Source: an optimization exercise on an open RTL-to-GDS flow (aim: small area). Production flows keep margins and buffers that such runs may drop.
Where RTL was checked, it was by simulation tests only, not by an equivalence proof against the original.
Only the layout flow was run in run 4; the RTL was not checked for function there.

===== flow/flow/run.sh =====
#!/bin/bash
set -euo pipefail
cat >> config.mk <<'EOT'
export BUFFER_PORTS_ARGS = -buffer_cell sky130_fd_sc_hd__buf_1
export REMOVE_ABC_BUFFERS = 1
EOT
bash standard.sh > flow_make.log 2>&1

===== flow/constraint.sdc =====
create_clock -name core_clock -period 12.0 [get_ports {clk}]
set_input_delay 2.4000 -clock core_clock [delete_from_list [all_inputs] [get_ports {clk}]]
set_output_delay 2.4000 -clock core_clock [all_outputs]
set_load 0.01 [all_outputs]

===== flow/design.v =====
module fast (
   input bit clk,
   input bit rst_n,
   input logic [391:0] in_data,
   output logic [12:0] out_pixel
);
wire nc0;
wire nc1;
wire nc2;
wire nc3;
wire nc4;
wire nc5;
wire nc6;
wire nc7;
wire x8;
wire k9;
wire s10;
wire c11;
wire s12;
wire c13;
wire s14;
wire c15;
wire s16;
wire c17;
wire s18;
wire c19;
wire s20;
wire c21;
wire s22;
wire c23;
wire a24;
wire p25;
wire d26;
wire d27;
wire d28;
wire d29;
wire d30;
wire d31;
wire d32;
wire x33;
wire k34;
wire s35;
wire c36;
wire s37;
wire c38;
wire s39;
wire c40;
wire s41;
wire c42;
wire s43;
wire c44;
wire s45;
wire c46;
wire s47;
wire c48;
wire a49;
wire p50;
wire d51;
wire d52;
wire d53;
wire d54;
wire d55;
wire d56;
wire d57;
wire x58;
wire k59;
wire s60;
wire c61;
wire s62;
wire c63;
wire s64;
wire c65;
wire s66;
wire c67;
wire s68;
wire c69;
wire s70;
wire c71;
wire s72;
wire c73;
wire a74;
wire p75;
wire d76;
wire d77;
wire d78;
wire d79;
wire d80;
wire d81;
wire d82;
wire x83;
wire k84;
wire s85;
wire c86;
wire s87;
wire c88;
wire s89;
wire c90;
wire s91;
wire c92;
wire s93;
wire c94;
wire s95;
wire c96;
wire s97;
wire c98;
wire a99;
wire p100;
wire d101;
wire d102;
wire d103;
wire d104;
wire d105;
wire d106;
wire d107;
wire x108;
wire k109;
wire s110;
wire c111;
wire s112;
wire c113;
wire s114;
wire c115;
wire s116;
wire c117;
wire s118;
wire c119;
wire s120;
wire c121;
wire s122;
wire c123;
wire a124;
wire p125;
wire d126;
wire d127;
wire d128;
wire d129;
wire d130;
wire d131;
wire d132;
wire x133;
wire k134;
wire s135;
wire c136;
wire s137;
wire c138;
wire s139;
wire c140;
wire s141;
wire c142;
wire s143;
wire c144;
wire s145;
wire c146;
wire s147;
wire c148;
wire a149;
wire p150;
wire d151;
wire d152;
wire d153;
wire d154;
wire d155;
wire d156;
wire d157;
wire x158;
wire k159;
wire s160;
wire c161;
wire s162;
wire c163;
wire s164;
wire c165;
wire s166;
wire c167;
wire s168;
wire c169;
wire s170;
wire c171;
wire s172;
wire c173;
wire a174;
wire p175;
wire d176;
wire d177;
wire d178;
wire d179;
wire d180;
wire d181;
wire d182;
wire x183;
wire k184;
wire s185;
wire c186;
wire s187;
wire c188;
wire s189;
wire c190;
wire s191;
wire c192;
wire s193;
wire c194;
wire s195;
wire c196;
wire s197;
wire c198;
wire a199;
wire p200;
wire d201;
wire d202;
wire d203;
wire d204;
wire d205;
wire d206;
wire d207;
wire x208;
wire k209;
wire s210;
wire c211;
wire s212;
wire c213;
wire s214;
wire c215;
wire s216;
wire c217;
wire s218;
wire c219;
wire s220;
wire c221;
wire s222;
wire c223;
wire a224;
wire p225;
wire d226;
wire d227;
wire d228;
wire d229;
wire d230;
wire d231;
wire d232;
wire x233;
wire k234;
wire s235;
wire c236;
wire s237;
wire c238;
wire s239;
wire c240;
wire s241;
wire c242;
wire s243;
wire c244;
wire s245;
wire c246;
wire s247;
wire c248;
wire a249;
wire p250;
wire d251;
wire d252;
wire d253;
wire d254;
wire d255;
wire d256;
wire d257;
wire x258;
wire k259;
wire s260;
wire c261;
wire s262;
wire c263;
wire s264;
wire c265;
wire s266;
wire c267;
wire s268;
wire c269;
wire s270;
wire c271;
wire s272;
wire c273;
wire a274;
wire p275;
wire d276;
wire d277;
wire d278;
wire d279;
wire d280;
wire d281;
wire d282;
wire x283;
wire k284;
wire s285;
wire c286;
wire s287;
wire c288;
wire s289;
wire c290;
wire s291;
wire c292;
wire s293;
wire c294;
wire s295;
wire c296;
wire s297;
wire c298;
wire a299;
wire p300;
wire d301;
wire d302;
wire d303;
wire d304;
wire d305;
wire d306;
wire d307;
wire x308;
wire k309;
wire s310;
wire c311;
wire s312;
wire c313;
wire s314;
wire c315;
wire s316;
wire c317;
wire s318;
wire c319;
wire s320;
wire c321;
wire s322;
wire c323;
wire a324;
wire p325;
wire d326;
wire d327;
wire d328;
wire d329;
wire d330;
wire d331;
wire d332;
wire x333;
wire k334;
wire s335;
wire c336;
wire s337;
wire c338;
wire s339;
wire c340;
wire s341;
wire c342;
wire s343;
wire c344;
wire s345;
wire c346;
wire s347;
wire c348;
wire a349;
wire p350;
wire d351;
wire d352;
wire d353;
wire d354;
wire d355;
wire d356;
wire d357;
wire x358;
wire k359;
wire s360;
wire c361;
wire s362;
wire c363;
wire s364;
wire c365;
wire s366;
wire c367;
wire s368;
wire c369;
wire s370;
wire c371;
wire s372;
wire c373;
wire a374;
wire p375;
wire d376;
wire d377;
wire d378;
wire d379;
wire d380;
wire d381;
wire d382;
wire x383;
wire k384;
wire s385;
wire c386;
wire s387;
wire c388;
wire s389;
wire c390;
wire s391;
wire c392;
wire s393;
wire c394;
wire s395;
wire c396;
wire s397;
wire c398;
wire a399;
wire p400;
wire d401;
wire d402;
wire d403;
wire d404;
wire d405;
wire d406;
wire d407;
wire s408;
wire c409;
wire s410;
wire c411;
wire s412;
wire c413;
wire s414;
wire c415;
wire s416;
wire c417;
wire s418;
wire c419;
wire s420;
wire c421;
wire s422;
wire c423;
wire s424;
wire c425;
wire s426;
wire c427;
wire s428;
wire c429;
wire s430;
wire c431;
wire s432;
wire c433;
wire s434;
wire c435;
wire s436;
wire c437;
wire s438;
wire c439;
wire s440;
wire c441;
wire s442;
wire c443;
wire s444;
wire c445;
wire s446;
wire c447;
wire s448;
wire c449;
wire s450;
wire c451;
wire s452;
wire c453;
wire s454;
wire c455;
wire s456;
wire c457;
wire s458;
wire c459;
wire s460;
wire c461;
wire s462;
wire c463;
wire s464;
wire c465;
wire s466;
wire c467;
wire s468;
wire c469;
wire s470;
wire c471;
wire s472;
wire c473;
wire s474;
wire c475;
wire s476;
wire c477;
wire s478;
wire c479;
wire s480;
wire c481;
wire s482;
wire c483;
wire s484;
wire c485;
wire s486;
wire c487;
wire s488;
wire c489;
wire s490;
wire c491;
wire s492;
wire c493;
wire s494;
wire c495;
wire s496;
wire c497;
wire s498;
wire c499;
wire s500;
wire c501;
wire s502;
wire c503;
wire s504;
wire c505;
wire s506;
wire c507;
wire s508;
wire c509;
wire s510;
wire c511;
wire s512;
wire c513;
wire s514;
wire c515;
wire s516;
wire c517;
wire s518;
wire c519;
wire s520;
wire c521;
wire s522;
wire c523;
wire s524;
wire c525;
wire s526;
wire c527;
wire s528;
wire c529;
wire s530;
wire c531;
wire s532;
wire c533;
wire s534;
wire c535;
wire s536;
wire c537;
wire s538;
wire c539;
wire s540;
wire c541;
wire s542;
wire c543;
wire s544;
wire c545;
wire s546;
wire c547;
wire s548;
wire c549;
wire s550;
wire c551;
wire s552;
wire c553;
wire s554;
wire c555;
wire s556;
wire c557;
wire s558;
wire c559;
wire s560;
wire c561;
wire s562;
wire c563;
wire s564;
wire c565;
wire s566;
wire c567;
wire s568;
wire c569;
wire s570;
wire c571;
wire s572;
wire c573;
wire s574;
wire c575;
wire s576;
wire c577;
wire s578;
wire c579;
wire s580;
wire c581;
wire s582;
wire c583;
wire s584;
wire c585;
wire s586;
wire c587;
wire s588;
wire c589;
wire s590;
wire c591;
wire s592;
wire c593;
wire s594;
wire c595;
wire s596;
wire c597;
wire s598;
wire c599;
wire s600;
wire c601;
wire s602;
wire c603;
wire s604;
wire c605;
wire s606;
wire c607;
wire s608;
wire c609;
wire s610;
wire c611;
wire s612;
wire c613;
wire s614;
wire c615;
wire s616;
wire c617;
wire s618;
wire c619;
wire s620;
wire c621;
wire s622;
wire c623;
wire s624;
wire c625;
wire s626;
wire c627;
wire s628;
wire c629;
wire s630;
wire c631;
wire s632;
wire c633;
wire s634;
wire c635;
wire s636;
wire c637;
wire s638;
wire c639;
wire s640;
wire c641;
wire s642;
wire c643;
wire s644;
wire c645;
wire s646;
wire c647;
wire s648;
wire c649;
wire s650;
wire c651;
wire s652;
wire c653;
wire s654;
wire c655;
wire s656;
wire c657;
wire s658;
wire c659;
wire s660;
wire c661;
wire s662;
wire c663;
wire s664;
wire c665;
wire s666;
wire c667;
wire s668;
wire c669;
wire s670;
wire c671;
wire s672;
wire c673;
wire s674;
wire c675;
wire s676;
wire c677;
wire s678;
wire c679;
wire s680;
wire c681;
wire s682;
wire c683;
wire s684;
wire c685;
wire s686;
wire c687;
wire s688;
wire c689;
wire s690;
wire s691;
wire c692;
wire s693;
wire c694;
wire s695;
wire c696;
wire s697;
wire s698;
wire s699;
wire s700;
wire s701;
assign nc0 = ~in_data[192];
assign nc1 = ~in_data[193];
assign nc2 = ~in_data[194];
assign nc3 = ~in_data[195];
assign nc4 = ~in_data[196];
assign nc5 = ~in_data[197];
assign nc6 = ~in_data[198];
assign nc7 = ~in_data[199];
assign x8 = in_data[192] ^ in_data[24];
or_cell u_k9 (.a(nc0), .b(in_data[24]), .y(k9));
fa_cell u_s10 (.a(nc1), .b(in_data[25]), .c(k9), .s(s10), .co(c11));
fa_cell u_s12 (.a(nc2), .b(in_data[26]), .c(c11), .s(s12), .co(c13));
fa_cell u_s14 (.a(nc3), .b(in_data[27]), .c(c13), .s(s14), .co(c15));
fa_cell u_s16 (.a(nc4), .b(in_data[28]), .c(c15), .s(s16), .co(c17));
fa_cell u_s18 (.a(nc5), .b(in_data[29]), .c(c17), .s(s18), .co(c19));
fa_cell u_s20 (.a(nc6), .b(in_data[30]), .c(c19), .s(s20), .co(c21));
fa_cell u_s22 (.a(nc7), .b(in_data[31]), .c(c21), .s(s22), .co(c23));
assign a24 = ~c23;
assign p25 = ~(c23 | x8);
assign d26 = s10 ^ a24;
assign d27 = s12 ^ a24;
assign d28 = s14 ^ a24;
assign d29 = s16 ^ a24;
assign d30 = s18 ^ a24;
assign d31 = s20 ^ a24;
assign d32 = s22 ^ a24;
assign x33 = in_data[192] ^ in_data[32];
or_cell u_k34 (.a(nc0), .b(in_data[32]), .y(k34));
fa_cell u_s35 (.a(nc1), .b(in_data[33]), .c(k34), .s(s35), .co(c36));
fa_cell u_s37 (.a(nc2), .b(in_data[34]), .c(c36), .s(s37), .co(c38));
fa_cell u_s39 (.a(nc3), .b(in_data[35]), .c(c38), .s(s39), .co(c40));
fa_cell u_s41 (.a(nc4), .b(in_data[36]), .c(c40), .s(s41), .co(c42));
fa_cell u_s43 (.a(nc5), .b(in_data[37]), .c(c42), .s(s43), .co(c44));
fa_cell u_s45 (.a(nc6), .b(in_data[38]), .c(c44), .s(s45), .co(c46));
fa_cell u_s47 (.a(nc7), .b(in_data[39]), .c(c46), .s(s47), .co(c48));
assign a49 = ~c48;
assign p50 = ~(c48 | x33);
assign d51 = s35 ^ a49;
assign d52 = s37 ^ a49;
assign d53 = s39 ^ a49;
assign d54 = s41 ^ a49;
assign d55 = s43 ^ a49;
assign d56 = s45 ^ a49;
assign d57 = s47 ^ a49;
assign x58 = in_data[192] ^ in_data[96];
or_cell u_k59 (.a(nc0), .b(in_data[96]), .y(k59));
fa_cell u_s60 (.a(nc1), .b(in_data[97]), .c(k59), .s(s60), .co(c61));
fa_cell u_s62 (.a(nc2), .b(in_data[98]), .c(c61), .s(s62), .co(c63));
fa_cell u_s64 (.a(nc3), .b(in_data[99]), .c(c63), .s(s64), .co(c65));
fa_cell u_s66 (.a(nc4), .b(in_data[100]), .c(c65), .s(s66), .co(c67));
fa_cell u_s68 (.a(nc5), .b(in_data[101]), .c(c67), .s(s68), .co(c69));
fa_cell u_s70 (.a(nc6), .b(in_data[102]), .c(c69), .s(s70), .co(c71));
fa_cell u_s72 (.a(nc7), .b(in_data[103]), .c(c71), .s(s72), .co(c73));
assign a74 = ~c73;
assign p75 = ~(c73 | x58);
assign d76 = s60 ^ a74;
assign d77 = s62 ^ a74;
assign d78 = s64 ^ a74;
assign d79 = s66 ^ a74;
assign d80 = s68 ^ a74;
assign d81 = s70 ^ a74;
assign d82 = s72 ^ a74;
assign x83 = in_data[192] ^ in_data[160];
or_cell u_k84 (.a(nc0), .b(in_data[160]), .y(k84));
fa_cell u_s85 (.a(nc1), .b(in_data[161]), .c(k84), .s(s85), .co(c86));
fa_cell u_s87 (.a(nc2), .b(in_data[162]), .c(c86), .s(s87), .co(c88));
fa_cell u_s89 (.a(nc3), .b(in_data[163]), .c(c88), .s(s89), .co(c90));
fa_cell u_s91 (.a(nc4), .b(in_data[164]), .c(c90), .s(s91), .co(c92));
fa_cell u_s93 (.a(nc5), .b(in_data[165]), .c(c92), .s(s93), .co(c94));
fa_cell u_s95 (.a(nc6), .b(in_data[166]), .c(c94), .s(s95), .co(c96));
fa_cell u_s97 (.a(nc7), .b(in_data[167]), .c(c96), .s(s97), .co(c98));
assign a99 = ~c98;
assign p100 = ~(c98 | x83);
assign d101 = s85 ^ a99;
assign d102 = s87 ^ a99;
assign d103 = s89 ^ a99;
assign d104 = s91 ^ a99;
assign d105 = s93 ^ a99;
assign d106 = s95 ^ a99;
assign d107 = s97 ^ a99;
assign x108 = in_data[192] ^ in_data[216];
or_cell u_k109 (.a(nc0), .b(in_data[216]), .y(k109));
fa_cell u_s110 (.a(nc1), .b(in_data[217]), .c(k109), .s(s110), .co(c111));
fa_cell u_s112 (.a(nc2), .b(in_data[218]), .c(c111), .s(s112), .co(c113));
fa_cell u_s114 (.a(nc3), .b(in_data[219]), .c(c113), .s(s114), .co(c115));
fa_cell u_s116 (.a(nc4), .b(in_data[220]), .c(c115), .s(s116), .co(c117));
fa_cell u_s118 (.a(nc5), .b(in_data[221]), .c(c117), .s(s118), .co(c119));
fa_cell u_s120 (.a(nc6), .b(in_data[222]), .c(c119), .s(s120), .co(c121));
fa_cell u_s122 (.a(nc7), .b(in_data[223]), .c(c121), .s(s122), .co(c123));
assign a124 = ~c123;
assign p125 = ~(c123 | x108);
assign d126 = s110 ^ a124;
assign d127 = s112 ^ a124;
assign d128 = s114 ^ a124;
assign d129 = s116 ^ a124;
assign d130 = s118 ^ a124;
assign d131 = s120 ^ a124;
assign d132 = s122 ^ a124;
assign x133 = in_data[192] ^ in_data[272];
or_cell u_k134 (.a(nc0), .b(in_data[272]), .y(k134));
fa_cell u_s135 (.a(nc1), .b(in_data[273]), .c(k134), .s(s135), .co(c136));
fa_cell u_s137 (.a(nc2), .b(in_data[274]), .c(c136), .s(s137), .co(c138));
fa_cell u_s139 (.a(nc3), .b(in_data[275]), .c(c138), .s(s139), .co(c140));
fa_cell u_s141 (.a(nc4), .b(in_data[276]), .c(c140), .s(s141), .co(c142));
fa_cell u_s143 (.a(nc5), .b(in_data[277]), .c(c142), .s(s143), .co(c144));
fa_cell u_s145 (.a(nc6), .b(in_data[278]), .c(c144), .s(s145), .co(c146));
fa_cell u_s147 (.a(nc7), .b(in_data[279]), .c(c146), .s(s147), .co(c148));
assign a149 = ~c148;
assign p150 = ~(c148 | x133);
assign d151 = s135 ^ a149;
assign d152 = s137 ^ a149;
assign d153 = s139 ^ a149;
assign d154 = s141 ^ a149;
assign d155 = s143 ^ a149;
assign d156 = s145 ^ a149;
assign d157 = s147 ^ a149;
assign x158 = in_data[192] ^ in_data[320];
or_cell u_k159 (.a(nc0), .b(in_data[320]), .y(k159));
fa_cell u_s160 (.a(nc1), .b(in_data[321]), .c(k159), .s(s160), .co(c161));
fa_cell u_s162 (.a(nc2), .b(in_data[322]), .c(c161), .s(s162), .co(c163));
fa_cell u_s164 (.a(nc3), .b(in_data[323]), .c(c163), .s(s164), .co(c165));
fa_cell u_s166 (.a(nc4), .b(in_data[324]), .c(c165), .s(s166), .co(c167));
fa_cell u_s168 (.a(nc5), .b(in_data[325]), .c(c167), .s(s168), .co(c169));
fa_cell u_s170 (.a(nc6), .b(in_data[326]), .c(c169), .s(s170), .co(c171));
fa_cell u_s172 (.a(nc7), .b(in_data[327]), .c(c171), .s(s172), .co(c173));
assign a174 = ~c173;
assign p175 = ~(c173 | x158);
assign d176 = s160 ^ a174;
assign d177 = s162 ^ a174;
assign d178 = s164 ^ a174;
assign d179 = s166 ^ a174;
assign d180 = s168 ^ a174;
assign d181 = s170 ^ a174;
assign d182 = s172 ^ a174;
assign x183 = in_data[192] ^ in_data[368];
or_cell u_k184 (.a(nc0), .b(in_data[368]), .y(k184));
fa_cell u_s185 (.a(nc1), .b(in_data[369]), .c(k184), .s(s185), .co(c186));
fa_cell u_s187 (.a(nc2), .b(in_data[370]), .c(c186), .s(s187), .co(c188));
fa_cell u_s189 (.a(nc3), .b(in_data[371]), .c(c188), .s(s189), .co(c190));
fa_cell u_s191 (.a(nc4), .b(in_data[372]), .c(c190), .s(s191), .co(c192));
fa_cell u_s193 (.a(nc5), .b(in_data[373]), .c(c192), .s(s193), .co(c194));
fa_cell u_s195 (.a(nc6), .b(in_data[374]), .c(c194), .s(s195), .co(c196));
fa_cell u_s197 (.a(nc7), .b(in_data[375]), .c(c196), .s(s197), .co(c198));
assign a199 = ~c198;
assign p200 = ~(c198 | x183);
assign d201 = s185 ^ a199;
assign d202 = s187 ^ a199;
assign d203 = s189 ^ a199;
assign d204 = s191 ^ a199;
assign d205 = s193 ^ a199;
assign d206 = s195 ^ a199;
assign d207 = s197 ^ a199;
assign x208 = in_data[192] ^ in_data[360];
or_cell u_k209 (.a(nc0), .b(in_data[360]), .y(k209));
fa_cell u_s210 (.a(nc1), .b(in_data[361]), .c(k209), .s(s210), .co(c211));
fa_cell u_s212 (.a(nc2), .b(in_data[362]), .c(c211), .s(s212), .co(c213));
fa_cell u_s214 (.a(nc3), .b(in_data[363]), .c(c213), .s(s214), .co(c215));
fa_cell u_s216 (.a(nc4), .b(in_data[364]), .c(c215), .s(s216), .co(c217));
fa_cell u_s218 (.a(nc5), .b(in_data[365]), .c(c217), .s(s218), .co(c219));
fa_cell u_s220 (.a(nc6), .b(in_data[366]), .c(c219), .s(s220), .co(c221));
fa_cell u_s222 (.a(nc7), .b(in_data[367]), .c(c221), .s(s222), .co(c223));
assign a224 = ~c223;
assign p225 = ~(c223 | x208);
assign d226 = s210 ^ a224;
assign d227 = s212 ^ a224;
assign d228 = s214 ^ a224;
assign d229 = s216 ^ a224;
assign d230 = s218 ^ a224;
assign d231 = s220 ^ a224;
assign d232 = s222 ^ a224;
assign x233 = in_data[192] ^ in_data[352];
or_cell u_k234 (.a(nc0), .b(in_data[352]), .y(k234));
fa_cell u_s235 (.a(nc1), .b(in_data[353]), .c(k234), .s(s235), .co(c236));
fa_cell u_s237 (.a(nc2), .b(in_data[354]), .c(c236), .s(s237), .co(c238));
fa_cell u_s239 (.a(nc3), .b(in_data[355]), .c(c238), .s(s239), .co(c240));
fa_cell u_s241 (.a(nc4), .b(in_data[356]), .c(c240), .s(s241), .co(c242));
fa_cell u_s243 (.a(nc5), .b(in_data[357]), .c(c242), .s(s243), .co(c244));
fa_cell u_s245 (.a(nc6), .b(in_data[358]), .c(c244), .s(s245), .co(c246));
fa_cell u_s247 (.a(nc7), .b(in_data[359]), .c(c246), .s(s247), .co(c248));
assign a249 = ~c248;
assign p250 = ~(c248 | x233);
assign d251 = s235 ^ a249;
assign d252 = s237 ^ a249;
assign d253 = s239 ^ a249;
assign d254 = s241 ^ a249;
assign d255 = s243 ^ a249;
assign d256 = s245 ^ a249;
assign d257 = s247 ^ a249;
assign x258 = in_data[192] ^ in_data[288];
or_cell u_k259 (.a(nc0), .b(in_data[288]), .y(k259));
fa_cell u_s260 (.a(nc1), .b(in_data[289]), .c(k259), .s(s260), .co(c261));
fa_cell u_s262 (.a(nc2), .b(in_data[290]), .c(c261), .s(s262), .co(c263));
fa_cell u_s264 (.a(nc3), .b(in_data[291]), .c(c263), .s(s264), .co(c265));
fa_cell u_s266 (.a(nc4), .b(in_data[292]), .c(c265), .s(s266), .co(c267));
fa_cell u_s268 (.a(nc5), .b(in_data[293]), .c(c267), .s(s268), .co(c269));
fa_cell u_s270 (.a(nc6), .b(in_data[294]), .c(c269), .s(s270), .co(c271));
fa_cell u_s272 (.a(nc7), .b(in_data[295]), .c(c271), .s(s272), .co(c273));
assign a274 = ~c273;
assign p275 = ~(c273 | x258);
assign d276 = s260 ^ a274;
assign d277 = s262 ^ a274;
assign d278 = s264 ^ a274;
assign d279 = s266 ^ a274;
assign d280 = s268 ^ a274;
assign d281 = s270 ^ a274;
assign d282 = s272 ^ a274;
assign x283 = in_data[192] ^ in_data[224];
or_cell u_k284 (.a(nc0), .b(in_data[224]), .y(k284));
fa_cell u_s285 (.a(nc1), .b(in_data[225]), .c(k284), .s(s285), .co(c286));
fa_cell u_s287 (.a(nc2), .b(in_data[226]), .c(c286), .s(s287), .co(c288));
fa_cell u_s289 (.a(nc3), .b(in_data[227]), .c(c288), .s(s289), .co(c290));
fa_cell u_s291 (.a(nc4), .b(in_data[228]), .c(c290), .s(s291), .co(c292));
fa_cell u_s293 (.a(nc5), .b(in_data[229]), .c(c292), .s(s293), .co(c294));
fa_cell u_s295 (.a(nc6), .b(in_data[230]), .c(c294), .s(s295), .co(c296));
fa_cell u_s297 (.a(nc7), .b(in_data[231]), .c(c296), .s(s297), .co(c298));
assign a299 = ~c298;
assign p300 = ~(c298 | x283);
assign d301 = s285 ^ a299;
assign d302 = s287 ^ a299;
assign d303 = s289 ^ a299;
assign d304 = s291 ^ a299;
assign d305 = s293 ^ a299;
assign d306 = s295 ^ a299;
assign d307 = s297 ^ a299;
assign x308 = in_data[192] ^ in_data[168];
or_cell u_k309 (.a(nc0), .b(in_data[168]), .y(k309));
fa_cell u_s310 (.a(nc1), .b(in_data[169]), .c(k309), .s(s310), .co(c311));
fa_cell u_s312 (.a(nc2), .b(in_data[170]), .c(c311), .s(s312), .co(c313));
fa_cell u_s314 (.a(nc3), .b(in_data[171]), .c(c313), .s(s314), .co(c315));
fa_cell u_s316 (.a(nc4), .b(in_data[172]), .c(c315), .s(s316), .co(c317));
fa_cell u_s318 (.a(nc5), .b(in_data[173]), .c(c317), .s(s318), .co(c319));
fa_cell u_s320 (.a(nc6), .b(in_data[174]), .c(c319), .s(s320), .co(c321));
fa_cell u_s322 (.a(nc7), .b(in_data[175]), .c(c321), .s(s322), .co(c323));
assign a324 = ~c323;
assign p325 = ~(c323 | x308);
assign d326 = s310 ^ a324;
assign d327 = s312 ^ a324;
assign d328 = s314 ^ a324;
assign d329 = s316 ^ a324;
assign d330 = s318 ^ a324;
assign d331 = s320 ^ a324;
assign d332 = s322 ^ a324;
assign x333 = in_data[192] ^ in_data[112];
or_cell u_k334 (.a(nc0), .b(in_data[112]), .y(k334));
fa_cell u_s335 (.a(nc1), .b(in_data[113]), .c(k334), .s(s335), .co(c336));
fa_cell u_s337 (.a(nc2), .b(in_data[114]), .c(c336), .s(s337), .co(c338));
fa_cell u_s339 (.a(nc3), .b(in_data[115]), .c(c338), .s(s339), .co(c340));
fa_cell u_s341 (.a(nc4), .b(in_data[116]), .c(c340), .s(s341), .co(c342));
fa_cell u_s343 (.a(nc5), .b(in_data[117]), .c(c342), .s(s343), .co(c344));
fa_cell u_s345 (.a(nc6), .b(in_data[118]), .c(c344), .s(s345), .co(c346));
fa_cell u_s347 (.a(nc7), .b(in_data[119]), .c(c346), .s(s347), .co(c348));
assign a349 = ~c348;
assign p350 = ~(c348 | x333);
assign d351 = s335 ^ a349;
assign d352 = s337 ^ a349;
assign d353 = s339 ^ a349;
assign d354 = s341 ^ a349;
assign d355 = s343 ^ a349;
assign d356 = s345 ^ a349;
assign d357 = s347 ^ a349;
assign x358 = in_data[192] ^ in_data[64];
or_cell u_k359 (.a(nc0), .b(in_data[64]), .y(k359));
fa_cell u_s360 (.a(nc1), .b(in_data[65]), .c(k359), .s(s360), .co(c361));
fa_cell u_s362 (.a(nc2), .b(in_data[66]), .c(c361), .s(s362), .co(c363));
fa_cell u_s364 (.a(nc3), .b(in_data[67]), .c(c363), .s(s364), .co(c365));
fa_cell u_s366 (.a(nc4), .b(in_data[68]), .c(c365), .s(s366), .co(c367));
fa_cell u_s368 (.a(nc5), .b(in_data[69]), .c(c367), .s(s368), .co(c369));
fa_cell u_s370 (.a(nc6), .b(in_data[70]), .c(c369), .s(s370), .co(c371));
fa_cell u_s372 (.a(nc7), .b(in_data[71]), .c(c371), .s(s372), .co(c373));
assign a374 = ~c373;
assign p375 = ~(c373 | x358);
assign d376 = s360 ^ a374;
assign d377 = s362 ^ a374;
assign d378 = s364 ^ a374;
assign d379 = s366 ^ a374;
assign d380 = s368 ^ a374;
assign d381 = s370 ^ a374;
assign d382 = s372 ^ a374;
assign x383 = in_data[192] ^ in_data[16];
or_cell u_k384 (.a(nc0), .b(in_data[16]), .y(k384));
fa_cell u_s385 (.a(nc1), .b(in_data[17]), .c(k384), .s(s385), .co(c386));
fa_cell u_s387 (.a(nc2), .b(in_data[18]), .c(c386), .s(s387), .co(c388));
fa_cell u_s389 (.a(nc3), .b(in_data[19]), .c(c388), .s(s389), .co(c390));
fa_cell u_s391 (.a(nc4), .b(in_data[20]), .c(c390), .s(s391), .co(c392));
fa_cell u_s393 (.a(nc5), .b(in_data[21]), .c(c392), .s(s393), .co(c394));
fa_cell u_s395 (.a(nc6), .b(in_data[22]), .c(c394), .s(s395), .co(c396));
fa_cell u_s397 (.a(nc7), .b(in_data[23]), .c(c396), .s(s397), .co(c398));
assign a399 = ~c398;
assign p400 = ~(c398 | x383);
assign d401 = s385 ^ a399;
assign d402 = s387 ^ a399;
assign d403 = s389 ^ a399;
assign d404 = s391 ^ a399;
assign d405 = s393 ^ a399;
assign d406 = s395 ^ a399;
assign d407 = s397 ^ a399;
fa_cell u_s408 (.a(x108), .b(x133), .c(x158), .s(s408), .co(c409));
fa_cell u_s410 (.a(x183), .b(x208), .c(x233), .s(s410), .co(c411));
fa_cell u_s412 (.a(x258), .b(x283), .c(x308), .s(s412), .co(c413));
fa_cell u_s414 (.a(x33), .b(x333), .c(x358), .s(s414), .co(c415));
fa_cell u_s416 (.a(x383), .b(x58), .c(x8), .s(s416), .co(c417));
fa_cell u_s418 (.a(x83), .b(s408), .c(s410), .s(s418), .co(c419));
fa_cell u_s420 (.a(s412), .b(s414), .c(s416), .s(s420), .co(c421));
fa_cell u_s422 (.a(c409), .b(c411), .c(c413), .s(s422), .co(c423));
fa_cell u_s424 (.a(c415), .b(c417), .c(c419), .s(s424), .co(c425));
fa_cell u_s426 (.a(c421), .b(s422), .c(s424), .s(s426), .co(c427));
fa_cell u_s428 (.a(s426), .b(p100), .c(p125), .s(s428), .co(c429));
fa_cell u_s430 (.a(p150), .b(p175), .c(p200), .s(s430), .co(c431));
fa_cell u_s432 (.a(p225), .b(p25), .c(p250), .s(s432), .co(c433));
fa_cell u_s434 (.a(p275), .b(p300), .c(p325), .s(s434), .co(c435));
fa_cell u_s436 (.a(p350), .b(p375), .c(p400), .s(s436), .co(c437));
fa_cell u_s438 (.a(p50), .b(p75), .c(d101), .s(s438), .co(c439));
fa_cell u_s440 (.a(d126), .b(d151), .c(d176), .s(s440), .co(c441));
fa_cell u_s442 (.a(d201), .b(d226), .c(d251), .s(s442), .co(c443));
fa_cell u_s444 (.a(d26), .b(d276), .c(d301), .s(s444), .co(c445));
fa_cell u_s446 (.a(d326), .b(d351), .c(d376), .s(s446), .co(c447));
fa_cell u_s448 (.a(d401), .b(d51), .c(d76), .s(s448), .co(c449));
fa_cell u_s450 (.a(s428), .b(s430), .c(s432), .s(s450), .co(c451));
fa_cell u_s452 (.a(s434), .b(s436), .c(s438), .s(s452), .co(c453));
fa_cell u_s454 (.a(s440), .b(s442), .c(s444), .s(s454), .co(c455));
fa_cell u_s456 (.a(s446), .b(s448), .c(s450), .s(s456), .co(c457));
ha_cell u_s458 (.a(s452), .b(s454), .s(s458), .co(c459));
fa_cell u_s460 (.a(c423), .b(c425), .c(c427), .s(s460), .co(c461));
fa_cell u_s462 (.a(s460), .b(d102), .c(d127), .s(s462), .co(c463));
fa_cell u_s464 (.a(d152), .b(d177), .c(d202), .s(s464), .co(c465));
fa_cell u_s466 (.a(d227), .b(d252), .c(d27), .s(s466), .co(c467));
fa_cell u_s468 (.a(d277), .b(d302), .c(d327), .s(s468), .co(c469));
fa_cell u_s470 (.a(d352), .b(d377), .c(d402), .s(s470), .co(c471));
fa_cell u_s472 (.a(d52), .b(d77), .c(c429), .s(s472), .co(c473));
fa_cell u_s474 (.a(c431), .b(c433), .c(c435), .s(s474), .co(c475));
fa_cell u_s476 (.a(c437), .b(c439), .c(c441), .s(s476), .co(c477));
fa_cell u_s478 (.a(c443), .b(c445), .c(c447), .s(s478), .co(c479));
fa_cell u_s480 (.a(c449), .b(s462), .c(s464), .s(s480), .co(c481));
fa_cell u_s482 (.a(s466), .b(s468), .c(s470), .s(s482), .co(c483));
fa_cell u_s484 (.a(c451), .b(s472), .c(s474), .s(s484), .co(c485));
fa_cell u_s486 (.a(c453), .b(c455), .c(s476), .s(s486), .co(c487));
fa_cell u_s488 (.a(s478), .b(s480), .c(s482), .s(s488), .co(c489));
fa_cell u_s490 (.a(c457), .b(s484), .c(c459), .s(s490), .co(c491));
ha_cell u_s492 (.a(s486), .b(s488), .s(s492), .co(c493));
fa_cell u_s494 (.a(c461), .b(d103), .c(d128), .s(s494), .co(c495));
fa_cell u_s496 (.a(d153), .b(d178), .c(d203), .s(s496), .co(c497));
fa_cell u_s498 (.a(d228), .b(d253), .c(d278), .s(s498), .co(c499));
fa_cell u_s500 (.a(d28), .b(d303), .c(d328), .s(s500), .co(c501));
fa_cell u_s502 (.a(d353), .b(d378), .c(d403), .s(s502), .co(c503));
fa_cell u_s504 (.a(d53), .b(d78), .c(c463), .s(s504), .co(c505));
fa_cell u_s506 (.a(c465), .b(c467), .c(c469), .s(s506), .co(c507));
fa_cell u_s508 (.a(c471), .b(s494), .c(s496), .s(s508), .co(c509));
fa_cell u_s510 (.a(s498), .b(s500), .c(s502), .s(s510), .co(c511));
fa_cell u_s512 (.a(c473), .b(c475), .c(c477), .s(s512), .co(c513));
fa_cell u_s514 (.a(c479), .b(c481), .c(c483), .s(s514), .co(c515));
fa_cell u_s516 (.a(s504), .b(s506), .c(s508), .s(s516), .co(c517));
fa_cell u_s518 (.a(s510), .b(c485), .c(c487), .s(s518), .co(c519));
fa_cell u_s520 (.a(s512), .b(c489), .c(s514), .s(s520), .co(c521));
fa_cell u_s522 (.a(s516), .b(c491), .c(c493), .s(s522), .co(c523));
ha_cell u_s524 (.a(s518), .b(s520), .s(s524), .co(c525));
fa_cell u_s526 (.a(d104), .b(d129), .c(d154), .s(s526), .co(c527));
fa_cell u_s528 (.a(d179), .b(d204), .c(d229), .s(s528), .co(c529));
fa_cell u_s530 (.a(d254), .b(d279), .c(d29), .s(s530), .co(c531));
fa_cell u_s532 (.a(d304), .b(d329), .c(d354), .s(s532), .co(c533));
fa_cell u_s534 (.a(d379), .b(d404), .c(d54), .s(s534), .co(c535));
fa_cell u_s536 (.a(d79), .b(c495), .c(c497), .s(s536), .co(c537));
fa_cell u_s538 (.a(c499), .b(c501), .c(c503), .s(s538), .co(c539));
fa_cell u_s540 (.a(s526), .b(s528), .c(s530), .s(s540), .co(c541));
fa_cell u_s542 (.a(s532), .b(s534), .c(c505), .s(s542), .co(c543));
fa_cell u_s544 (.a(c507), .b(c509), .c(c511), .s(s544), .co(c545));
fa_cell u_s546 (.a(s536), .b(s538), .c(s540), .s(s546), .co(c547));
fa_cell u_s548 (.a(c513), .b(c515), .c(s542), .s(s548), .co(c549));
fa_cell u_s550 (.a(c517), .b(s544), .c(s546), .s(s550), .co(c551));
fa_cell u_s552 (.a(c519), .b(c521), .c(s548), .s(s552), .co(c553));
fa_cell u_s554 (.a(s550), .b(c523), .c(c525), .s(s554), .co(c555));
fa_cell u_s556 (.a(d105), .b(d130), .c(d155), .s(s556), .co(c557));
fa_cell u_s558 (.a(d180), .b(d205), .c(d230), .s(s558), .co(c559));
fa_cell u_s560 (.a(d255), .b(d280), .c(d30), .s(s560), .co(c561));
fa_cell u_s562 (.a(d305), .b(d330), .c(d355), .s(s562), .co(c563));
fa_cell u_s564 (.a(d380), .b(d405), .c(d55), .s(s564), .co(c565));
fa_cell u_s566 (.a(d80), .b(c527), .c(c529), .s(s566), .co(c567));
fa_cell u_s568 (.a(c531), .b(c533), .c(c535), .s(s568), .co(c569));
fa_cell u_s570 (.a(s556), .b(s558), .c(s560), .s(s570), .co(c571));
fa_cell u_s572 (.a(s562), .b(s564), .c(c537), .s(s572), .co(c573));
fa_cell u_s574 (.a(c539), .b(c541), .c(s566), .s(s574), .co(c575));
fa_cell u_s576 (.a(s568), .b(s570), .c(c543), .s(s576), .co(c577));
fa_cell u_s578 (.a(c545), .b(s572), .c(c547), .s(s578), .co(c579));
fa_cell u_s580 (.a(s574), .b(c549), .c(s576), .s(s580), .co(c581));
fa_cell u_s582 (.a(c551), .b(s578), .c(c553), .s(s582), .co(c583));
ha_cell u_s584 (.a(s580), .b(c555), .s(s584), .co(c585));
fa_cell u_s586 (.a(d106), .b(d131), .c(d156), .s(s586), .co(c587));
fa_cell u_s588 (.a(d181), .b(d206), .c(d231), .s(s588), .co(c589));
fa_cell u_s590 (.a(d256), .b(d281), .c(d306), .s(s590), .co(c591));
fa_cell u_s592 (.a(d31), .b(d331), .c(d356), .s(s592), .co(c593));
fa_cell u_s594 (.a(d381), .b(d406), .c(d56), .s(s594), .co(c595));
fa_cell u_s596 (.a(d81), .b(c557), .c(c559), .s(s596), .co(c597));
fa_cell u_s598 (.a(c561), .b(c563), .c(c565), .s(s598), .co(c599));
fa_cell u_s600 (.a(s586), .b(s588), .c(s590), .s(s600), .co(c601));
fa_cell u_s602 (.a(s592), .b(s594), .c(c567), .s(s602), .co(c603));
fa_cell u_s604 (.a(c569), .b(c571), .c(s596), .s(s604), .co(c605));
fa_cell u_s606 (.a(s598), .b(s600), .c(c573), .s(s606), .co(c607));
fa_cell u_s608 (.a(c575), .b(s602), .c(s604), .s(s608), .co(c609));
fa_cell u_s610 (.a(c577), .b(s606), .c(c579), .s(s610), .co(c611));
fa_cell u_s612 (.a(s608), .b(c581), .c(s610), .s(s612), .co(c613));
ha_cell u_s614 (.a(c583), .b(c585), .s(s614), .co(c615));
fa_cell u_s616 (.a(d107), .b(d132), .c(d157), .s(s616), .co(c617));
fa_cell u_s618 (.a(d182), .b(d207), .c(d232), .s(s618), .co(c619));
fa_cell u_s620 (.a(d257), .b(d282), .c(d307), .s(s620), .co(c621));
fa_cell u_s622 (.a(d32), .b(d332), .c(d357), .s(s622), .co(c623));
fa_cell u_s624 (.a(d382), .b(d407), .c(d57), .s(s624), .co(c625));
fa_cell u_s626 (.a(d82), .b(c587), .c(c589), .s(s626), .co(c627));
fa_cell u_s628 (.a(c591), .b(c593), .c(c595), .s(s628), .co(c629));
fa_cell u_s630 (.a(s616), .b(s618), .c(s620), .s(s630), .co(c631));
fa_cell u_s632 (.a(s622), .b(s624), .c(c597), .s(s632), .co(c633));
fa_cell u_s634 (.a(c599), .b(c601), .c(s626), .s(s634), .co(c635));
fa_cell u_s636 (.a(s628), .b(s630), .c(c603), .s(s636), .co(c637));
fa_cell u_s638 (.a(c605), .b(s632), .c(s634), .s(s638), .co(c639));
fa_cell u_s640 (.a(c607), .b(s636), .c(c609), .s(s640), .co(c641));
fa_cell u_s642 (.a(s638), .b(c611), .c(s640), .s(s642), .co(c643));
ha_cell u_s644 (.a(c613), .b(s642), .s(s644), .co(c645));
fa_cell u_s646 (.a(c617), .b(c619), .c(c621), .s(s646), .co(c647));
fa_cell u_s648 (.a(c623), .b(c625), .c(c627), .s(s648), .co(c649));
fa_cell u_s650 (.a(c629), .b(c631), .c(s646), .s(s650), .co(c651));
fa_cell u_s652 (.a(c633), .b(c635), .c(s648), .s(s652), .co(c653));
fa_cell u_s654 (.a(s650), .b(c637), .c(c639), .s(s654), .co(c655));
fa_cell u_s656 (.a(s652), .b(c641), .c(s654), .s(s656), .co(c657));
ha_cell u_s658 (.a(c643), .b(s656), .s(s658), .co(c659));
fa_cell u_s660 (.a(c647), .b(c649), .c(c651), .s(s660), .co(c661));
fa_cell u_s662 (.a(c653), .b(s660), .c(c655), .s(s662), .co(c663));
ha_cell u_s664 (.a(c657), .b(s662), .s(s664), .co(c665));
ha_cell u_s666 (.a(c661), .b(c663), .s(s666), .co(c667));
ha_cell u_s668 (.a(s418), .b(s420), .s(s668), .co(c669));
fa_cell u_s670 (.a(c669), .b(s456), .c(s458), .s(s670), .co(c671));
fa_cell u_s672 (.a(s490), .b(c671), .c(s492), .s(s672), .co(c673));
fa_cell u_s674 (.a(s522), .b(c673), .c(s524), .s(s674), .co(c675));
fa_cell u_s676 (.a(s552), .b(s554), .c(c675), .s(s676), .co(c677));
fa_cell u_s678 (.a(s582), .b(s584), .c(c677), .s(s678), .co(c679));
fa_cell u_s680 (.a(s612), .b(s614), .c(c679), .s(s680), .co(c681));
fa_cell u_s682 (.a(c615), .b(s644), .c(c681), .s(s682), .co(c683));
ha_cell u_s684 (.a(c645), .b(s658), .s(s684), .co(c685));
fa_cell u_s686 (.a(c659), .b(s664), .c(c685), .s(s686), .co(c687));
fa_cell u_s688 (.a(c665), .b(s666), .c(c687), .s(s688), .co(c689));
assign s690 = c667 ^ c689;
assign s691 = ~(c645 ^ s658);
assign c692 = c645 | s658;
fa_cell u_s693 (.a(c659), .b(s664), .c(c692), .s(s693), .co(c694));
fa_cell u_s695 (.a(c665), .b(s666), .c(c694), .s(s695), .co(c696));
assign s697 = c667 ^ c696;
assign s698 = c683 ? s691 : s684;
assign s699 = c683 ? s693 : s686;
assign s700 = c683 ? s695 : s688;
assign s701 = c683 ? s697 : s690;
wire [15:0] B = {c398, c373, c348, c323, c298, c273, c248, c223, c198, c173, c148, c123, c98, c73, c48, c23};
wire [11:0] S = {s701, s700, s699, s698, s682, s680, s678, s676, s674, s672, s670, s668};
wire is_corner;
corner_cell u_corner (.b(B), .y(is_corner));
always_ff @(posedge clk) begin
   if (~rst_n) out_pixel <= '0;
   else        out_pixel <= is_corner ? {1'b0, S} : '0;
end
endmodule
module fa_cell (input a, input b, input c, output s, output co);
assign {co, s} = {1'b0, a} + {1'b0, b} + {1'b0, c};
endmodule
module ha_cell (input a, input b, output s, output co);
assign {co, s} = {1'b0, a} + {1'b0, b};
endmodule
module corner_cell (input [15:0] b, output y);
wire [15:0] a = ~b;
wire [15:0] a2 = b & {b[0], b[15:1]};
wire [15:0] a4 = a2 & {a2[1:0], a2[15:2]};
wire [15:0] a8 = a4 & {a4[3:0], a4[15:4]};
wire [15:0] b2 = a & {a[0], a[15:1]};
wire [15:0] b4 = b2 & {b2[1:0], b2[15:2]};
wire [15:0] b8 = b4 & {b4[3:0], b4[15:4]};
assign y = (|(a8 & {a8[0], a8[15:1]})) | (|(b8 & {b8[0], b8[15:1]}));
endmodule
module inv_cell (input a, output y);
assign y = ~a;
endmodule
module or_cell (input a, input b, output y);
assign y = a | b;
endmodule

===== flow/config.mk =====
export PLATFORM = sky130hd
export DESIGN_NAME = fast
export DESIGN_NICKNAME = fast
export VERILOG_FILES = /design/flow/design.v
export SDC_FILE = /design/flow/constraint.sdc
export NUM_CORES = 4
export LEC_CHECK = 0
export CAP_MARGIN = 40
export CORE_MARGIN = 2
export CORE_UTILIZATION = 60
export CTS_BUF_LIST = sky130_fd_sc_hd__clkbuf_4
export GPL_TIMING_DRIVEN = 0
export SLEW_MARGIN = 40
export SYNTH_HIERARCHICAL = 1
export BUFFER_PORTS_ARGS = -buffer_cell sky130_fd_sc_hd__buf_1
export REMOVE_ABC_BUFFERS = 1

===== flow/standard.sh =====
#!/bin/bash
# synth_recipe.tcl (not shown) runs the flow's synth.tcl, then flattens the netlist and writes it again
# the make line also repeats each setting of config.mk as NAME=value (left out here)
make -C /OpenROAD-flow-scripts/flow DESIGN_CONFIG=/design/flow/config.mk WORK_HOME=/design/flow/orfs CLKGATE_MAP_FILE= SYNTH_SCRIPT=/design/flow/synth_recipe.tcl "${@:-finish}"

==> results of run 1 <==
cell families after synthesis:
group / after synthesis
adders and majority gates: 256
xor gates and xnor gates: 128
and+or+nand+nor: 69
buffers and inverters: 32
AOI/OAI and AO/OA: 25
DFF: 12
muxes: 4
other: 1
Yosys stat by module, one instance, submodules excluded:
module	cells	times used
fast	210	1
or_cell	1	16
ha_cell	1	11
corner_cell	46	1
fa_cell	1	244
synthesized netlist by cell type, types with 2 or more instances:
cell        n
dfxtp_1    12
fa_1      244
buf_2      16
and3_1      8
o211a_1     2
o211ai_1    2
or2_1      16
nand4_1     4
nand3_1     3
inv_1      11
o22ai_1     2
and4_1      2
nand2b_1    2
xnor2_1   112
nand2_1     4
clkbuf_1    2
a21oi_1    10
xor2_1     16
nor4_1      2
nor2_1     25
mux2i_1     4
ha_1       12
==> results.cfg, run 1 <==
[synthesis]
syn_area_sq_um = 7144
synth-compound-area-share = 0.02434
yosys.area_share.simple = 0.05079
synth-main-ff-cell = dfxtp_1
yosysTopAreaCellShare = 0.6837
synth_fa_ha_area_frac = 0.7047
synth.distinct_cells = 38
synth_top_area_cell = fa_1
ys_ff_latch = 12
synth-seq-area-share = 0.03363
synth-edff-count = 0
async_flop_share = 0
ys_top_cells_by_area = fa_1 (68%), xnor2_1 (14%), dfxtp_1 (3.4%)
synth_mux_area_frac = 0.005604
synth-xor-area-share = 0.1569
synth_area_per_cell_sq_um = 13.56
netlist_instances = 527
synth_top_family_by_area = adder cells
yosys_warnings = 7

[status]
status = stopped before the end
error_line = [ERROR PPL-0024] Number of IO pins (407) exceeds maximum number of available positions (400). Increase the die perimeter from 452.48um to 553.52um.
lastStage = I/O pin placement (3_2_place_iop)

[die]
start_util = 0.6204
die_x_um = 113.1
chipHeight_um = 113.1
rows = 39
==> inputs of run 2 (changes only) <==
--- a/flow/config.mk
+++ b/flow/config.mk
@@ -7,7 +7,7 @@
 export LEC_CHECK = 0
 export CAP_MARGIN = 40
 export CORE_MARGIN = 2
-export CORE_UTILIZATION = 60
+export CORE_UTILIZATION = 40
 export CTS_BUF_LIST = sky130_fd_sc_hd__clkbuf_4
 export GPL_TIMING_DRIVEN = 0
 export SLEW_MARGIN = 40
==> run 2 against run 1 <==
  * The run now finishes clean
  * Synthesized cell count is the same
  * Area after synthesis stayed put
==> results.cfg, run 2 <==
[setup_path]
cp_cell_sequence = buf_2 > inv_1 > or2_1 > fa_1 > fa_1 > fa_1 > fa_1 > fa_1 > fa_1 > fa_1 > xnor2_1 > fa_1 > fa_1 > fa_1 > ha_1 > fa_1 > fa_1 > fa_1 > fa_1 > fa_1 > fa_1 > mux2i_1 > mux2i_1
max_stage_delay_ps = 710
crit_start = in_data[192]
arrival_ps = 11690
critical_path_class = primary input to register
required_ps = 12190
cp_common_cell = fa_1
crit_path_top_delay_cell = fa_1
worstPathMaxFanout = 17
start_kind = primary input
worstSetupEndpointType = register

[timing]
slew_headroom = 0.4239
rsz0062_at_grt = false
fin_crit_ps = 11500
worstMarginPinSlew_ps = 861.6
fmax_mhz = 86.94
setup_slack_ps = 498.1
setup_viol = 0
hold_violations = 0
finalCritPeriodShare = 0.9585
report.final.slew_viol_count = 0
fin_tns_setup_ps = 0

[cts]
cts_buffers = 3
postCtsSetupBuffers = 0
cts_hold_buf = 0
htreeDepth = 1
cts_buffer_depth = 2
cts_tree = built
path_clk_slew_ps = 70
cts_root_buf = clkbuf_4
cts_sinks = 12

[synthesis]
ys_top_cells_by_area = fa_1 (68%), xnor2_1 (14%), dfxtp_1 (3.4%)
synth.distinct_cells = 38
yosys_warnings = 7
synthTopCellsByCount = fa_1 (244), xnor2_1 (112), nor2_1 (25)
synth-edff-count = 0
async_flop_share = 0
synth-main-ff-cell = dfxtp_1
synth.most_common_cell = fa_1
synth_top_area_cell = fa_1
ys_ff_latch = 12
netlist_instances = 527
synth_area_per_cell_sq_um = 13.56
syn_area_sq_um = 7144
synth-seq-area-share = 0.03363
yosysTopAreaCellShare = 0.6837

[route]
routedWlPerCell_um = 22.00
vias = 4511
drt-total-wl_mm = 19.51
postRouteAntennaNets = 0
viasPerCell = 5.086
drt_iter0_drc = 370
drc_errors = 0
drtPass1Iterations = 5

[global_route]
grt_max_degree = 18
gr-total-overflow = 0
grt_first_pass_wirelength_mm = 30.40
grt_pass1_vias = 5359
antenna_found_initial = 4
grt_use_total = 0.2196

[final_layout]
syn2layout_area_growth_pct = 10.93
layout_commonest_cell = fa_1
final_cell_mix = fa_1 (234), buf_1 (148), xnor2_1 (112)
drive_above_1_share = 0.03490
largestRegisters = out_pixel: 12 flops
regMostFlops = out_pixel
fin_nets = 1310
nFillCells = 1620
largest_register_ffs = 12

[die]
start_util = 0.4116
chipHeight_um = 137.6
die_x_um = 137.6
ioPinCount = 407
core_area_sq_um = 17360
die-area_sq_um = 18950
rows = 48

[worst_hold_path]
hold_path_depth = 3
worstHoldPathType = primary input to register
hp-start = rst_n

[status]
status = finished clean

[placement]
place_congestion = 0.8904
dp_hpwl_mm = 17.80
port_buffers = 149
dp_slack_ps = -103.3

[run]
drv_cap = 0
## run 2: cell counts after synthesis
No cell type changed its count.
## run 2: repair_timing
item	in CTS	in global routing
resized for setup	0	6
hold endpoints to repair	0	0
setup endpoints to repair	0	1
## run 2: cell type report
class	count	area [sq um]	area share
timing repair buffer	149	560.5	0.07073
tap	225	281.5	0.03552
multi-input combinational	483	6768	0.8540
inverter	11	41.29	0.005210
clock inverter	1	3.754	0.0004736
clock buffer	3	22.52	0.002842
antenna	3	7.507	0.0009473
sequential	12	240.2	0.03031
## run 2: metrics by stage
step                      instance area [sq um]    util  hold WS [ps]  cells
after floorplan                            7018       -          2553    506
after global placement                     7859  0.4528          2794    880
after detailed placement                   7860  0.4529          2786    880
after CTS                                  7886  0.4544          2533    884
after global routing                       7918  0.4562          2567    884
final                                      7925  0.4566          2545    887
## run 2: cell families (layout without fill, tap and decap cells)
family          after synthesis  in the layout  synth area share
fa+ha+maj                   256            256            0.7047
other cells                   1              4         0.0005249
buf+inv                      32            164           0.02347
mux                           4              4          0.005604
xor+xnor                    128            128            0.1569
compound gates               25             25           0.02434
flops                        12             12           0.03363
simple gates                 69             69           0.05079
## run 2: modules after synthesis, one instance, submodules excluded
| module | cell area, sq um | flip-flops and latches | cells |
|---|---|---|---|
| fast | 1737 | 12 | 210 |
| corner_cell | 285.3 | 0 | 46 |
| fa_cell | 20.02 | 0 | 1 |
| ha_cell | 12.51 | 0 | 1 |
| or_cell | 6.256 | 0 | 1 |
## run 2: worst max-delay path, delay by kind of cell
family                   cells  cell delay [ps]
XOR/XNOR                     1              340
adder cells (fa/ha/maj)     17             7440
buffers and inverters        2              740
multiplexers                 2              430
AND/OR/NAND/NOR              1              320
## run 2: worst paths after layout
kind	end	slack, ps
setup / recovery	out_pixel[11]	500
hold / removal	out_pixel[11]	2550
## run 2: layer usage
metal / GRT usage / routed length [um]
met5: 0 / 11
met4: 0.02635 / 260
met3: 0.03606 / 1445
met2: 0.3637 / 9564
met1: 0.3156 / 8227
==> inputs of run 3 (changes only) <==
--- a/flow/config.mk
+++ b/flow/config.mk
@@ -8,7 +8,7 @@
 export CAP_MARGIN = 40
 export CORE_MARGIN = 2
 export CORE_UTILIZATION = 40
-export CTS_BUF_LIST = sky130_fd_sc_hd__clkbuf_4
+export CTS_BUF_LIST = sky130_fd_sc_hd__clkbuf_8
 export GPL_TIMING_DRIVEN = 0
 export SLEW_MARGIN = 40
 export SYNTH_HIERARCHICAL = 1
==> run 3 against run 2 <==
  * Synthesized cell count stayed put
  * Via count is 0.16% higher
  * Critical path depth stayed put
  * Fmax is 0.30% lower
  * Still clean on timing, DRC and antenna
  * First-iteration DRC count is 12% lower
  * Area after synthesis stayed put
  * Count of clock-buffer cells in the layout is 1 higher
  * Die area stayed put
  * Setup slack worse by 35 ps
  * Sequential share of layout area hardly changed
  * Global-route usage is 0.080 points higher
==> results.cfg, run 3 <==
[die]
core_area_sq_um = 17360
chipHeight_um = 137.6
ioPinCount = 407
start_util = 0.4116
die_x_um = 137.6
die-area_sq_um = 18950
rows = 48

[synthesis]
synthTopCellsByCount = fa_1 (244), xnor2_1 (112), nor2_1 (25)
synth_top_area_cell = fa_1
synth_area_per_cell_sq_um = 13.56
synth-edff-count = 0
synth-main-ff-cell = dfxtp_1
ys_ff_latch = 12
synth.distinct_cells = 38
yosys_warnings = 7
async_flop_share = 0
yosysTopAreaCellShare = 0.6837
synth.most_common_cell = fa_1
ys_top_cells_by_area = fa_1 (68%), xnor2_1 (14%), dfxtp_1 (3.4%)
netlist_instances = 527
syn_area_sq_um = 7144
synth-seq-area-share = 0.03363

[placement]
port_buffers = 149
dp_hpwl_mm = 17.80
place_congestion = 0.8904
dp_slack_ps = -103.3
post-place-cells = 880
dpl-instance-area_sq_um = 7860

[timing]
report.final.slew_viol_count = 0
rsz0062_at_grt = false
fin_crit_ps = 11540
fmax_mhz = 86.68
setup_viol = 0
finalCritPeriodShare = 0.9614
hold_violations = 0
hold_slack_ps = 2582
slew_headroom = 0.4159
fin_tns_setup_ps = 0
worstMarginPinSlew_ps = 873.6
setup_slack_ps = 463.4

[cts]
cts_buffer_depth = 2
htreeDepth = 1
cts_tree = built
path_clk_slew_ps = 50
cts_buffers = 3
cts_root_buf = clkbuf_8
cts_hold_buf = 0
cts_sinks = 12

[worst_hold_path]
worstHoldPathType = primary input to register
hp-start = rst_n
hold_path_depth = 3
min_delay_worst_endpoint = out_pixel[11]

[route]
drc_errors = 0
drt_iter0_drc = 326
vias = 4518
routedWlPerCell_um = 21.96
postRouteAntennaNets = 0
drtPass1Iterations = 5
viasPerCell = 5.088
drt-total-wl_mm = 19.50

[setup_path]
cp_common_cell = fa_1
cp_cell_sequence = buf_2 > inv_1 > or2_1 > fa_1 > fa_1 > fa_1 > fa_1 > fa_1 > fa_1 > fa_1 > xnor2_1 > fa_1 > fa_1 > fa_1 > ha_1 > fa_1 > fa_1 > fa_1 > fa_1 > fa_1 > fa_1 > mux2i_1 > mux2i_1
worstSetupEndpointType = register
required_ps = 12170
worstPathMaxFanout = 17
arrival_ps = 11700
critical_path_class = primary input to register
crit_path_top_delay_cell = fa_1
start_kind = primary input
max_stage_delay_ps = 740

[global_route]
grt_use_total = 0.2204
grt_first_pass_wirelength_mm = 30.41
gr-total-overflow = 0
grt_pass1_vias = 5359
grt_max_degree = 18
antenna_found_initial = 4

[final_layout]
regMostFlops = out_pixel
fin_area_sq_um = 7956
drive_above_1_share = 0.03642
fin_nets = 1310
layout_commonest_cell = fa_1
syn2layout_area_growth_pct = 11.37
largestRegisters = out_pixel: 12 flops
largest_register_ffs = 12
stdcell_count = 888
final_cell_mix = fa_1 (234), buf_1 (148), xnor2_1 (112)
final_util = 0.4584

[run]
drv_cap = 0

[status]
status = finished clean
## run 3: cell counts after synthesis
Identical to the previous run, type by type.
## run 3: per-module statistics from Yosys, one instance, submodules excluded
module	flip-flops and latches	cell area [sq um]	times used
corner_cell	0	285.3	1
fa_cell	0	20.02	244
ha_cell	0	12.51	11
fast	12	1737	1
or_cell	0	6.256	16
## run 3: cell families (layout without fill, tap and decap cells)
family / after synthesis / after routing / share of synthesized area
adder cells (fa/ha/maj): 256 / 256 / 0.7047
XOR/XNOR: 128 / 128 / 0.1569
AND/OR/NAND/NOR: 69 / 69 / 0.05079
buffers and inverters: 32 / 164 / 0.02347
AO/OA/AOI/OAI: 25 / 25 / 0.02434
flip-flops: 12 / 12 / 0.03363
multiplexers: 4 / 4 / 0.005604
other: 1 / 5 / 0.0005249
## run 3: cell type report
cell class	instances	area [sq um]
multi-input cells	483	6768
repair buffers	149	560.5
fillers	1612	9400
clock buffers	4	55.05
flip-flops and latches	12	240.2
diodes	4	10.01
well taps	225	281.5
inverters	11	41.29
## run 3: worst max-delay path, delay by kind of cell
kind	cells	cell delay [ps]
buffers and inverters	2	740
multiplexers	2	430
XOR/XNOR	1	320
adder cells (fa/ha/maj)	17	7450
AND/OR/NAND/NOR	1	320
## run 3: routing by layer
| layer | share of wire | vias up | routed length [um] | global-route usage |
|---|---|---|---|---|
| met3 | 0.090 | 20 | 1746 | 0.03606 |
| met4 | 0.015 | 2 | 283 | 0.03322 |
| met1 | 0.41 | 2369 | 7969 | 0.3156 |
| met2 | 0.49 | 216 | 9485 | 0.3632 |
| met5 | 0.00056 | - | 11 | 0 |
| li1 | - | 1911 | - | - |
## run 3: how the worst max path moves through the flow
stage | startpoint | endpoint | cells after the start
floorplan | in_data[193] | out_pixel[11] | 21
global placement | in_data[192] | out_pixel[11] | 23
detailed placement | in_data[192] | out_pixel[11] | 23
CTS | in_data[192] | out_pixel[11] | 23
global route | in_data[192] | out_pixel[11] | 23
finish | in_data[192] | out_pixel[11] | 23
## run 3: timing repair
action | in CTS | in global routing
gates resized for setup | 0 | 6
endpoints found under the setup margin | 0 | 2
buffers inserted | 0 | 0
==> inputs of run 4 (changes only) <==
--- a/flow/design.v
+++ b/flow/design.v
@@ -700,12 +700,9 @@
 wire s693;
 wire c694;
 wire s695;
-wire c696;
+wire s696;
 wire s697;
 wire s698;
-wire s699;
-wire s700;
-wire s701;
 assign nc0 = ~in_data[192];
 assign nc1 = ~in_data[193];
 assign nc2 = ~in_data[194];
@@ -1140,21 +1137,19 @@
 fa_cell u_s678 (.a(s582), .b(s584), .c(c677), .s(s678), .co(c679));
 fa_cell u_s680 (.a(s612), .b(s614), .c(c679), .s(s680), .co(c681));
 fa_cell u_s682 (.a(c615), .b(s644), .c(c681), .s(s682), .co(c683));
-ha_cell u_s684 (.a(c645), .b(s658), .s(s684), .co(c685));
-fa_cell u_s686 (.a(c659), .b(s664), .c(c685), .s(s686), .co(c687));
+fa_cell u_s684 (.a(c645), .b(s658), .c(c683), .s(s684), .co(c685));
+ha_cell u_s686 (.a(c659), .b(s664), .s(s686), .co(c687));
 fa_cell u_s688 (.a(c665), .b(s666), .c(c687), .s(s688), .co(c689));
 assign s690 = c667 ^ c689;
-assign s691 = ~(c645 ^ s658);
-assign c692 = c645 | s658;
-fa_cell u_s693 (.a(c659), .b(s664), .c(c692), .s(s693), .co(c694));
-fa_cell u_s695 (.a(c665), .b(s666), .c(c694), .s(s695), .co(c696));
-assign s697 = c667 ^ c696;
-assign s698 = c683 ? s691 : s684;
-assign s699 = c683 ? s693 : s686;
-assign s700 = c683 ? s695 : s688;
-assign s701 = c683 ? s697 : s690;
+assign s691 = ~(c659 ^ s664);
+assign c692 = c659 | s664;
+fa_cell u_s693 (.a(c665), .b(s666), .c(c692), .s(s693), .co(c694));
+assign s695 = c667 ^ c694;
+assign s696 = c685 ? s691 : s686;
+assign s697 = c685 ? s693 : s688;
+assign s698 = c685 ? s695 : s690;
 wire [15:0] B = {c398, c373, c348, c323, c298, c273, c248, c223, c198, c173, c148, c123, c98, c73, c48, c23};
-wire [11:0] S = {s701, s700, s699, s698, s682, s680, s678, s676, s674, s672, s670, s668};
+wire [11:0] S = {s698, s697, s696, s684, s682, s680, s678, s676, s674, s672, s670, s668};
 wire is_corner;
 corner_cell u_corner (.b(B), .y(is_corner));
 always_ff @(posedge clk) begin
==> run 4 against run 3 <==
  * Global-route usage is 0.36 points higher
  * Still clean on timing, DRC and antenna
  * Synthesized cell count is 0.38% lower
  * Fmax is 0.83% lower
  * Utilization is 1.1 points higher
  * Critical path depth is 1 higher
  * First-iteration DRC count is 29% lower
  * Setup slack worse by 96 ps
==> results.cfg, run 4 <==
[setup_path]
crit_family = adder cells
start_kind = primary input
worstSetupEndpointType = register
required_ps = 12190
max_stage_delay_ps = 520
crit_path_top_delay_cell = fa_1
worstPathMaxFanout = 17
cp_common_cell = fa_1
arrival_ps = 11820
critical_path_class = primary input to register
worst-path-buf-inv = 2
cp_cell_sequence = clkbuf_4 > inv_1 > or2_1 > fa_1 > fa_1 > fa_1 > fa_1 > fa_1 > fa_1 > fa_2 > nor2_1 > fa_1 > fa_1 > fa_1 > fa_1 > fa_1 > fa_1 > fa_1 > fa_1 > fa_1 > fa_1 > fa_1 > mux2i_1 > mux2i_1

[route]
vias = 4559
drc_errors = 0
routedWlPerCell_um = 21.37
drtPass1Iterations = 4
drt_iter0_drc = 230
viasPerCell = 5.010
drt-total-wl_mm = 19.45
postRouteAntennaNets = 0

[cts]
cts_sinks = 12
cts_hold_buf = 0
cts_buffer_depth = 2
cts_tree = built
cts_buffers = 3
htreeDepth = 1
path_clk_slew_ps = 80
cts_root_buf = clkbuf_8

[synthesis]
syn_area_sq_um = 7117
ys_top_cells_by_area = fa_1 (68%), xnor2_1 (14%), dfxtp_1 (3.4%)
async_flop_share = 0
synth.distinct_cells = 38
synth.most_common_cell = fa_1
synth-main-ff-cell = dfxtp_1
synthTopCellsByCount = fa_1 (243), xnor2_1 (112), nor2_1 (24)
ys_ff_latch = 12
synth_area_per_cell_sq_um = 13.56
yosys_warnings = 7
yosysTopAreaCellShare = 0.6835
synth_top_area_cell = fa_1
synth-edff-count = 0
synth-seq-area-share = 0.03376
netlist_instances = 525

[global_route]
grt_use_total = 0.2240
grt_pass1_vias = 5461
grt_first_pass_wirelength_mm = 30.56
grt_max_degree = 18
antenna_found_initial = 0
gr-total-overflow = 0

[die]
chipHeight_um = 137.4
die_x_um = 137.4
start_util = 0.4100
rows = 48
ioPinCount = 407
core_area_sq_um = 17360
die-area_sq_um = 18870

[timing]
fin_crit_ps = 11630
finalCritPeriodShare = 0.9694
worstMarginPinSlew_ps = 741.2
fmax_mhz = 85.96
hold_slack_ps = 2714
rsz0062_at_grt = false
slew_headroom = 0.5044
setup_slack_ps = 367.2
report.final.slew_viol_count = 0
hold_violations = 0
setup_viol = 0

[placement]
dp_slack_ps = -514.5
port_buffers = 149
place_congestion = 0.9550
dp_hpwl_mm = 17.82

[status]
status = finished clean

[worst_hold_path]
min_delay_worst_endpoint = out_pixel[9]
worstHoldPathType = primary input to register
hold_path_depth = 3
hp-start = rst_n

[final_layout]
fin_nets = 1335
final_cell_mix = fa_1 (230), buf_1 (148), xnor2_1 (112)
syn2layout_area_growth_pct = 14.36
layout_commonest_cell = fa_1
largest_register_ffs = 12
diodes = 0
drive_above_1_share = 0.08029
regMostFlops = out_pixel
largestRegisters = out_pixel: 12 flops

[run]
drv_cap = 0
-- run 4: cell count changes after synthesis --
cell | before | now
and3_1 | 8 | 9
fa_1 | 244 | 243
mux2i_1 | 4 | 3
nor2_1 | 25 | 24
-- run 4: cell type report --
class                      count  area [sq um]
fill                        1605          9218
multi-input combinational    481          6748
timing repair buffer         177         773.2
tap                          225         281.5
sequential                    12         240.2
clock buffer                   4         55.05
inverter                      11         41.29
-- run 4: metrics by stage --
stage                     utilization  TNS, ps  instances  area [sq um]
after detailed placement       0.4516    -1372        878          7839
after CTS                      0.4560        0        882          7914
after floorplan                     -        0        504          6990
after global routing           0.4689        0        910          8139
final                          0.4689        0        910          8139
after global placement         0.4512    -3240        878          7831
-- run 4: cell families after synthesis --
| logic type | Yosys count | share of synthesized area |
|---|---|---|
| xor gates and xnor gates | 128 | 0.1575 |
| AOI/OAI and AO/OA | 25 | 0.02444 |
| and+or+nand+nor | 69 | 0.05133 |
| buffers and inverters | 32 | 0.02356 |
| muxes | 3 | 0.004220 |
| other | 1 | 0.0005269 |
| DFF | 12 | 0.03376 |
| adders and majority gates | 255 | 0.7046 |
-- run 4: how the worst max path moves through the flow --
| stage | endpoint | cells after the start | from | slack [ps] |
|---|---|---|---|---|
| detailed placement | out_pixel[11] | 24 | in_data[192] | -510 |
| global placement | out_pixel[11] | 24 | in_data[192] | -890 |
| floorplan | out_pixel[11] | 22 | in_data[193] | 790 |
| global route | out_pixel[11] | 24 | in_data[192] | 9 |
| CTS | out_pixel[11] | 24 | in_data[192] | 20 |
| finish | out_pixel[11] | 24 | in_data[192] | 370 |
-- run 4: timing repair --
action	4_1_cts	5_1_grt
setup endpoints to repair	3	3
hold endpoints to repair	0	0
buffers inserted	0	28
pin swaps	0	5
resized for setup	8	5
-- run 4: per-module statistics from Yosys (local to each module, per instance) --
module       times used  cells inside
corner_cell           1            46
fa_cell             243             1
fast                  1           209
ha_cell              11             1
or_cell              16             1
-- run 4: routing by layer --
metal  routed length [um]  GRT usage  vias up
met5                    0          0        -
met4                  700    0.08305        0
met3                 1056    0.02465       34
met2                10090     0.3853      179
li1                     -          -     1950
met1                 7595     0.2937     2396
-- run 4: worst min-delay path: cells and delay by family --
family / cells / cell delay, ps
buf+inv: 1 / 280
compound gates: 1 / 60
simple gates: 1 / 190

separate check: timing with driven ports:
In the flow no input, the clock included, has a driving cell. The finished layouts below were timed again as built, in two steps. Step 1 sets driving cells, clkbuf_16 on the clock port and buf_2 on the other inputs (assumed; they add their load-dependent delay and slew). Step 2 also shifts input and output timing later by t, the mid clock arrival at the registers, as if the neighbouring blocks saw the same clock. Three values: ideal, step 1, step 2; two values: the first two.
run	shift t [ns]	slack for setup (ns)	worst register clock-pin slew, ns
run 2	0.281	0.498 / 0.491 / 0.210	0.07 / 0.07
run 3	0.262	0.463 / 0.461 / 0.199	0.05 / 0.05
run 4	0.297	0.367 / 0.377 / 0.080	0.08 / 0.08
After both steps every run listed still meets setup and hold. The setup slack of run 2, which loses most, moves by -0.007 ns with the drivers and by -0.288 ns with both steps.
